Background: an optimization exercise with open tools, aiming at small area, a short achievable clock period and few clock cycles. Do not read the settings as production practice. Function was checked by simulation only, so behaviour that the tests miss may differ from the original. No activity file was given, so power comes from the tool's default toggle rates.

==> design/flow/design.v <==
module FemtoRV32(
   input          clk,
   output [31:0] mem_addr,   
   output [31:0] mem_wdata,  
   output  [3:0] mem_wmask,  
   input  [31:0] mem_rdata,  
   output        mem_rstrb,  
   input         mem_rbusy,  
   input         mem_wbusy,  
   input         reset       
);
   parameter RESET_ADDR       = 32'h00000000;
   parameter ADDR_WIDTH       = 24;
   localparam ADDR_PAD = {(32-ADDR_WIDTH){1'b0}};  
   wire [4:0] rdId = instr[11:7];
   (* onehot *)
   wire [7:0] funct3Is = 8'b00000001 << instr[14:12];
   wire [31:0] Uimm={    instr[31],   instr[30:12], {12{1'b0}}};
   wire [31:0] Iimm={{21{instr[31]}}, instr[30:20]};
   /*verilator lint_off UNUSED*/  
   wire [31:0] Simm={{21{instr[31]}}, instr[30:25],instr[11:7]};
   wire [31:0] Bimm={{20{instr[31]}}, instr[7],instr[30:25],instr[11:8],1'b0};
   wire [31:0] Jimm={{12{instr[31]}}, instr[19:12],instr[20],instr[30:21],1'b0};
   /*verilator lint_on UNUSED*/
   wire isLoad    =  (instr[6:2] == 5'b00000);  
   wire isALUimm  =  (instr[6:2] == 5'b00100);  
   wire isAUIPC   =  (instr[6:2] == 5'b00101);  
   wire isStore   =  (instr[6:2] == 5'b01000);  
   wire isALUreg  =  (instr[6:2] == 5'b01100);  
   wire isLUI     =  (instr[6:2] == 5'b01101);  
   wire isBranch  =  (instr[6:2] == 5'b11000);  
   wire isJALR    =  (instr[6:2] == 5'b11001);  
   wire isJAL     =  (instr[6:2] == 5'b11011);  
   wire isALU = isALUimm | isALUreg;
   reg [31:0] rs1;
   reg [31:0] rs2;
   reg [31:0] registerFile [31:0];
   always @(posedge clk) begin
     if (writeBack)
       if (rdId != 0)
         registerFile[rdId] <= writeBackData;
   end
   wire [31:0] aluIn1 = rs1;
   wire [31:0] aluIn2 = isALUreg | isBranch ? rs2 : Iimm;
   wire aluWr;                
   wire [31:0] aluPlus = aluIn1 + aluIn2;
   wire [32:0] aluMinus = {1'b1, ~aluIn2} + {1'b0,aluIn1} + 33'b1;
   wire        LT  = (aluIn1[31] ^ aluIn2[31]) ? aluIn1[31] : aluMinus[32];
   wire        LTU = aluMinus[32];
   wire        EQ  = (aluMinus[31:0] == 0);
   wire [31:0] shifter_in = funct3Is[1] ?
     {aluIn1[ 0], aluIn1[ 1], aluIn1[ 2], aluIn1[ 3], aluIn1[ 4], aluIn1[ 5], 
      aluIn1[ 6], aluIn1[ 7], aluIn1[ 8], aluIn1[ 9], aluIn1[10], aluIn1[11], 
      aluIn1[12], aluIn1[13], aluIn1[14], aluIn1[15], aluIn1[16], aluIn1[17], 
      aluIn1[18], aluIn1[19], aluIn1[20], aluIn1[21], aluIn1[22], aluIn1[23],
      aluIn1[24], aluIn1[25], aluIn1[26], aluIn1[27], aluIn1[28], aluIn1[29], 
      aluIn1[30], aluIn1[31]} : aluIn1;
   /*verilator lint_off WIDTH*/
   wire [31:0] shifter = 
               $signed({instr[30] & aluIn1[31], shifter_in}) >>> aluIn2[4:0];
   /*verilator lint_on WIDTH*/
   wire [31:0] leftshift = {
     shifter[ 0], shifter[ 1], shifter[ 2], shifter[ 3], shifter[ 4], 
     shifter[ 5], shifter[ 6], shifter[ 7], shifter[ 8], shifter[ 9], 
     shifter[10], shifter[11], shifter[12], shifter[13], shifter[14], 
     shifter[15], shifter[16], shifter[17], shifter[18], shifter[19], 
     shifter[20], shifter[21], shifter[22], shifter[23], shifter[24], 
     shifter[25], shifter[26], shifter[27], shifter[28], shifter[29], 
     shifter[30], shifter[31]};
   wire funcM     = instr[25];
   wire isDivide  = isALUreg & funcM & instr[14];  
   wire aluBusy   = |quotient_msk;  
   wire isMULH   = funct3Is[1];
   wire isMULHSU = funct3Is[2];
   wire sign1 = aluIn1[31] &  isMULH;
   wire sign2 = aluIn2[31] & (isMULH | isMULHSU);
   wire signed [32:0] signed1 = {sign1, aluIn1};
   wire signed [32:0] signed2 = {sign2, aluIn2};
   wire signed [63:0] multiply = signed1 * signed2;
   wire [31:0] aluOut_base =
     (funct3Is[0]  ? instr[30] & instr[5] ? aluMinus[31:0] : aluPlus : 32'b0) |
     (funct3Is[1]  ? leftshift                                       : 32'b0) |
     (funct3Is[2]  ? {31'b0, LT}                                     : 32'b0) |
     (funct3Is[3]  ? {31'b0, LTU}                                    : 32'b0) |
     (funct3Is[4]  ? aluIn1 ^ aluIn2                                 : 32'b0) |
     (funct3Is[5]  ? shifter                                         : 32'b0) |
     (funct3Is[6]  ? aluIn1 | aluIn2                                 : 32'b0) |
     (funct3Is[7]  ? aluIn1 & aluIn2                                 : 32'b0) ;
   wire [31:0] aluOut_muldiv =
     (  funct3Is[0]   ?  multiply[31: 0] : 32'b0) |  
     ( |funct3Is[3:1] ?  multiply[63:32] : 32'b0) |  
     (  instr[14]     ?  div_sign ? -divResult : divResult : 32'b0) ; 
   wire [31:0] aluOut = isALUreg & funcM ? aluOut_muldiv : aluOut_base;
   reg [31:0] dividend;
   reg [62:0] divisor;
   reg [31:0] quotient;
   reg [31:0] quotient_msk;
   wire divstep_do = divisor <= {31'b0, dividend};
   wire [31:0] dividendN     = divstep_do ? dividend - divisor[31:0] : dividend;
   wire [31:0] quotientN     = divstep_do ? quotient | quotient_msk  : quotient;
   wire div_sign = ~instr[12] & (instr[13] ? aluIn1[31] : 
                    (aluIn1[31] != aluIn2[31]) & |aluIn2);
   always @(posedge clk) begin
      if (isDivide & aluWr) begin
	 dividend <=   ~instr[12] & aluIn1[31] ? -aluIn1 : aluIn1;
	 divisor  <= {(~instr[12] & aluIn2[31] ? -aluIn2 : aluIn2), 31'b0};
	 quotient <= 0;
	 quotient_msk <= 1 << 31;
      end else begin
	 dividend     <= dividendN;
	 divisor      <= divisor >> 1;
	 quotient     <= quotientN;
	 quotient_msk <= quotient_msk >> 1;
      end
   end
   reg  [31:0] divResult;
   always @(posedge clk) divResult <= instr[13] ? dividendN : quotientN;
   wire predicate =
        funct3Is[0] &  EQ  |  
        funct3Is[1] & !EQ  |  
        funct3Is[4] &  LT  |  
        funct3Is[5] & !LT  |  
        funct3Is[6] &  LTU |  
        funct3Is[7] & !LTU ;  
   reg  [ADDR_WIDTH-1:0] PC;  
   reg  [31:2] instr;         
   wire [ADDR_WIDTH-1:0] PCplus4 = PC + 4;
   wire [ADDR_WIDTH-1:0] PCplusImm = PC + ( instr[3] ? Jimm[ADDR_WIDTH-1:0] :
                                            instr[4] ? Uimm[ADDR_WIDTH-1:0] :
                                                       Bimm[ADDR_WIDTH-1:0] );
   wire [ADDR_WIDTH-1:0] loadstore_addr = rs1[ADDR_WIDTH-1:0] +
                   (instr[5] ? Simm[ADDR_WIDTH-1:0] : Iimm[ADDR_WIDTH-1:0]);
   assign mem_addr = {ADDR_PAD,
                       state[WAIT_INSTR_bit] | state[FETCH_INSTR_bit] ?
                       PC : loadstore_addr
                     };
   wire [31:0] writeBackData  =
      (isLUI               ? Uimm                 : 32'b0) |   
      (isALU               ? aluOut               : 32'b0) |   
      (isAUIPC             ? {ADDR_PAD,PCplusImm} : 32'b0) |   
      (isJALR   | isJAL    ? {ADDR_PAD,PCplus4  } : 32'b0) |   
      (isLoad              ? LOAD_data            : 32'b0);    
   wire mem_byteAccess     = instr[13:12] == 2'b00;  
   wire mem_halfwordAccess = instr[13:12] == 2'b01;  
   wire LOAD_sign =
        !instr[14] & (mem_byteAccess ? LOAD_byte[7] : LOAD_halfword[15]);
   wire [31:0] LOAD_data =
         mem_byteAccess ? {{24{LOAD_sign}},     LOAD_byte} :
     mem_halfwordAccess ? {{16{LOAD_sign}}, LOAD_halfword} :
                          mem_rdata ;
   wire [15:0] LOAD_halfword =
               loadstore_addr[1] ? mem_rdata[31:16] : mem_rdata[15:0];
   wire  [7:0] LOAD_byte =
               loadstore_addr[0] ? LOAD_halfword[15:8] : LOAD_halfword[7:0];
   assign mem_wdata[ 7: 0] = rs2[7:0];
   assign mem_wdata[15: 8] = loadstore_addr[0] ? rs2[7:0]  : rs2[15: 8];
   assign mem_wdata[23:16] = loadstore_addr[1] ? rs2[7:0]  : rs2[23:16];
   assign mem_wdata[31:24] = loadstore_addr[0] ? rs2[7:0]  :
                             loadstore_addr[1] ? rs2[15:8] : rs2[31:24];
   wire [3:0] STORE_wmask =
              mem_byteAccess      ?
                    (loadstore_addr[1] ?
                          (loadstore_addr[0] ? 4'b1000 : 4'b0100) :
                          (loadstore_addr[0] ? 4'b0010 : 4'b0001)
                    ) :
              mem_halfwordAccess ?
                    (loadstore_addr[1] ? 4'b1100 : 4'b0011) :
              4'b1111;
   localparam FETCH_INSTR_bit     = 0;
   localparam WAIT_INSTR_bit      = 1;
   localparam EXECUTE_bit         = 2;
   localparam WAIT_ALU_OR_MEM_bit = 3;
   localparam NB_STATES           = 4;
   localparam FETCH_INSTR     = 1 << FETCH_INSTR_bit;
   localparam WAIT_INSTR      = 1 << WAIT_INSTR_bit;
   localparam EXECUTE         = 1 << EXECUTE_bit;
   localparam WAIT_ALU_OR_MEM = 1 << WAIT_ALU_OR_MEM_bit;
   (* onehot *)
   reg [NB_STATES-1:0] state;
   wire writeBack = ~(isBranch | isStore ) &
                    (state[EXECUTE_bit] | state[WAIT_ALU_OR_MEM_bit]);
   assign mem_rstrb = state[EXECUTE_bit] & isLoad | state[FETCH_INSTR_bit];
   assign mem_wmask = {4{state[EXECUTE_bit] & isStore}} & STORE_wmask;
   assign aluWr = state[EXECUTE_bit] & isALU;
   wire jumpToPCplusImm = isJAL | (isBranch & predicate);
   wire needToWait = isLoad | isStore | isDivide;
   wire [ADDR_WIDTH-1:0] PC_new = 
			 isJALR           ? {aluPlus[ADDR_WIDTH-1:1],1'b0} :
                         jumpToPCplusImm  ? PCplusImm :
                         PCplus4;
   always @(posedge clk) begin
      if(!reset) begin
         state      <= WAIT_ALU_OR_MEM;  
         PC         <= RESET_ADDR[ADDR_WIDTH-1:0];
      end else
      case(1'b1)
        state[WAIT_INSTR_bit]: begin
           if(!mem_rbusy) begin  
              rs1 <= (mem_rdata[19:15] == 5'd0) ? 32'b0 :
                     registerFile[mem_rdata[19:15]];
              rs2 <= (mem_rdata[24:20] == 5'd0) ? 32'b0 :
                     registerFile[mem_rdata[24:20]];
              instr <= mem_rdata[31:2];  
              state <= EXECUTE;          
           end
        end
        state[EXECUTE_bit]: begin
           PC <= PC_new;
           state <= needToWait ? WAIT_ALU_OR_MEM : FETCH_INSTR;
        end
        state[WAIT_ALU_OR_MEM_bit]: begin
           if(!aluBusy & !mem_rbusy & !mem_wbusy) state <= FETCH_INSTR;
        end
        default: begin  
          state <= WAIT_INSTR;
        end
      endcase
   end
endmodule
==> design/flow/run.sh <==
#!/bin/bash
# synth_recipe.tcl (not shown) runs the flow's synth.tcl, then flattens the netlist and writes it again
# the make line also repeats each setting of config.mk as NAME=value (left out here)
make -C /OpenROAD-flow-scripts/flow DESIGN_CONFIG=/design/flow/config.mk WORK_HOME=/design/flow/orfs CLKGATE_MAP_FILE= SYNTH_SCRIPT=/design/flow/synth_recipe.tcl finish
==> design/flow/config.mk <==
export PLATFORM = sky130hd
export DESIGN_NAME = FemtoRV32
export DESIGN_NICKNAME = FemtoRV32
export VERILOG_FILES = /design/flow/design.v
export SDC_FILE = /design/flow/constraint.sdc
export NUM_CORES = 4
export LEC_CHECK = 0
export CAP_MARGIN = 20
export CORE_MARGIN = 2
export CORE_UTILIZATION = 45
export SETUP_SLACK_MARGIN = 0.3
export SLEW_MARGIN = 20
==> design/flow/constraint.sdc <==
create_clock -name core_clock -period 14.0 [get_ports {clk}]
set_input_delay 2.8000 -clock core_clock [delete_from_list [all_inputs] [get_ports {clk}]]
set_output_delay 2.8000 -clock core_clock [all_outputs]
set_load 0.01 [all_outputs]
==> results.ini <==
[outcome]
outcome=complete, no violations

[setup_path]
cp_max_fo=32
criticalPathCategory=flop to flop
crit_slowest_cell=xor2_1
cp-start-kind=flop
critical_path.top_delay_family=adder cells
r2r-start=instr[5]$_DFFE_PP_
crit_top_cell=fa_1
arrival_ns=13.61
max_stage_delay_ns=0.94
end_kind=flop
ff2ff_setup_slack_ns=0.97
critPathRequiredTime_ns=14.58
cp-startpoint=instr[5]$_DFFE_PP_
path_buf_inv=10

[die]
rows=182
coreArea_sq_um=246000
initial_core_util_pct=45.3
dieArea_sq_um=252000
die_height_um=502
ios=105
die_w_um=502

[sta]
finalClockSkew_ns=0.136
slew_violations=0
hold_violations=0
setup_viol=0
hold_ws_ns=0.414
fin_setup_tns_ns=0
grt_setup_unrepaired=no
fin_crit_sh_pct=93.1
slew_headroom_pct=18.2
fmax_mhz=76.7
period_minus_slack_ns=13.03
worst_pin_slew_ns=1.23
setup_ws_ns=0.971

[route]
final_antenna_net_count=0
wl_per_cell_um=34.5
num_vias=83400
first_pass_iters=8
via_per_inst=6.32
routed_wirelength_mm=455
drc=0
drt_first_iter_violations=10400

[placement]
io_buffers=96
gp_congestion=1.07
post-place-ws_ns=1.38
dp_hpwl_mm=319
postPlaceCellArea_sq_um=117000

[clocking]
cts.sinks=1336
clk_latency_ns=0.90
cts_resized=0
cts_buffers=148
holdBufCountCts=0
root_buffer=clkbuf_16
cts_setup_buffers=0
clkTransAtPathRegs_ns=0.10
cts_buffer_depth=3
cts_tree=built
htree_levels=4

[global_route]
grt_pass1_vias=84900
antenna_found_initial=29
overflow=0
track_usage_pct=36.3
grt_start_max_net_pins=151
grt_pass1_wl_mm=639

[yosys]
seq_area_frac_synth_pct=34.0
ys_ff_latch=1336
syn_inst=9764
yosysWarnings=1
synth-edff-count=1118
avgSynthCellArea_sq_um=11.4
syn_area_sq_um=112000
synth_ff_type=edfxtp_1
async_reset_ff_share_pct=0
yosysUniqueCellTypes=108

[finish]
final_common_cell=inv_1
synthToLayoutAreaGrowth_pct=9.90
final_nets=11300
final_cell_mix=1324 x inv_1, 1129 x fa_1, 1118 x edfxtp_1
drive_gt1_share_pct=14.2
fillerInstances=21900
ff_latch_area_sq_um=37900
multiInputGateArea_sq_um=66900
final_cell_area_sq_um=123000

[min_path]
hold_path_startpoint=divisor[33]$_DFF_P_
min_path_type=flop to flop

[power_and_ir_drop]
p_leak_uw=0.0488
finalPower_uw=25500
peakVddDrop_uv=648
pwr-share-clk_pct=16.2
power_frac_seq_pct=17.7
p_per_area_nw_per_um2=208
p_sw_share_pct=51.1
combPwrFrac_pct=66.1
switchingPower_uw=13000
p_int_uw=12500

[job]
max_cap_viol_count=0

==> cells in the mapped netlist, drive strengths merged (11+ instances only) <==
cell | count | area share [%]
a31o | 11 | 0.094
a211oi | 53 | 0.37
clkinv | 11 | 0.037
mux2 | 49 | 0.49
xnor2 | 202 | 1.6
fa | 1130 | 20
a31oi | 44 | 0.26
a22o | 16 | 0.13
nor2b | 32 | 0.18
mux2i | 203 | 1.8
nand2b | 49 | 0.27
clkbuf | 456 | 1.5
nand2 | 1106 | 3.7
edfxtp | 1118 | 30
o21bai | 32 | 0.22
dfxtp | 218 | 3.9
and3 | 35 | 0.20
o22ai | 36 | 0.20
mux4 | 643 | 13
a22oi | 14 | 0.094
o2111ai | 12 | 0.10
o221ai | 22 | 0.17
a21oi | 369 | 1.7
xor2 | 81 | 0.64
inv | 1342 | 4.5
a221oi | 50 | 0.40
a221o | 14 | 0.13
or2 | 16 | 0.092
nand3b | 11 | 0.085
o21a | 38 | 0.26
nor2 | 836 | 2.8
nand4 | 38 | 0.21
o41ai | 11 | 0.10
a21o | 87 | 0.59
nor3 | 76 | 0.34
buf | 148 | 0.61
and2 | 63 | 0.35
o21ai | 333 | 1.5
nand3 | 77 | 0.35
o31ai | 38 | 0.26
nor4 | 35 | 0.21
or4 | 17 | 0.12
or3 | 20 | 0.11
ha | 420 | 4.7
o211ai | 30 | 0.20
==> power by group through the flow <==
stage / sequential, uW / combinational, uW / clock [uW]
2_1_floorplan: 4560 / 10100 / 0
3_3_place_gp: 4600 / 16200 / 0
3_5_place_dp: 4600 / 16200 / 0
4_1_cts: 4520 / 16300 / 4180
5_1_grt: 4530 / 18000 / 4340
6_report: 4520 / 16900 / 4140
==> per-layer routing <==
layer	wire (um)	vias to the layer above	track usage, %
li1	-	33600	-
met1	166000	43500	45.3
met2	209000	4947	57.3
met3	40900	1382	6.85
met4	39300	20	24.6
met5	131	-	0
==> path summary, 6_finish.rpt <==
kind                                         end  cells past startpoint
hold reg to reg              divisor[32]$_DFF_P_                      2
setup / recovery  registerFile[13][16]$_DFFE_PP_                     36
hold / removal               divisor[32]$_DFF_P_                      2
setup reg to reg  registerFile[13][16]$_DFFE_PP_                     36
==> state kept, by name (all words and copies together) (netlist names) <==
name,flops
PC,23
divResult,32
dividend,32
divisor,63
instr,30
quotient,32
quotient_msk,32
registerFile,1024
rs1,32
rs2,32
state,4
==> cell families after synthesis <==
kind of cell	count (synthesis)	synth area share [%]
AND/OR/NAND/NOR	2441	9.30
AO/OA/AOI/OAI	1301	7.50
flip-flops	1336	34.0
XOR/XNOR	283	2.23
buffers and inverters	1957	6.70
adder cells (fa/ha/maj)	1550	25.0
other	1	0.00336
multiplexers	895	15.3
==> stage by stage <==
step,utilization [%],cells
after CTS,49.7,13200
after floorplan,-,9803
final,49.8,13200
after detailed placement,47.7,12900
after global routing,49.8,13200
after global placement,47.6,12900
==> worst reg2reg max path: cells and delay by family (launching register included) <==
family          cells  cell delay (ns)
fa+ha+maj          10             4.69
simple gates        7             2.86
buf+inv            10             2.02
compound gates      8             1.95
xor+xnor            1             0.94
flops               1             0.32
==> area by class of cell <==
cell class | instances | share of cell area [%]
timing repair buffer | 408 | 2.80
sequential | 1336 | 30.9
tap | 3312 | 3.38
clock buffer | 177 | 3.14
clock inverter | 94 | 1.04
inverter | 1353 | 4.14
multi-input combinational | 6510 | 54.5
antenna | 12 | 0.0245
Testbench counts, summed over its fixed seeds: cycles 402,223.

## static timing again, ports no longer ideal
The flow's constraints put no driver on any port. The routed layout listed below was extracted and timed again, unchanged, in two steps. Step 1 assumes that a clkbuf_16 drives the clock port and a buf_2 every other input. Step 2 moves the port delays by t, midway between the first and last clock arrival at a register: inputs arrive t later, outputs are due t later. That takes back most of the time a late clock gives input paths. a / b / c = no drivers / after step 1 / after step 2; a / b = the first two.
t (ns): 0.930
setup WS [ns]: 0.971 / 0.971 / 0.971
hold slack, ns: 0.414 / 0.414 / 0.414
worst data-port slew with drivers (ns): 0.06
After both steps setup and hold are still met in this run. For this run, drivers alone change the setup slack by 0.000 ns; drivers and shift together by 0.000 ns.
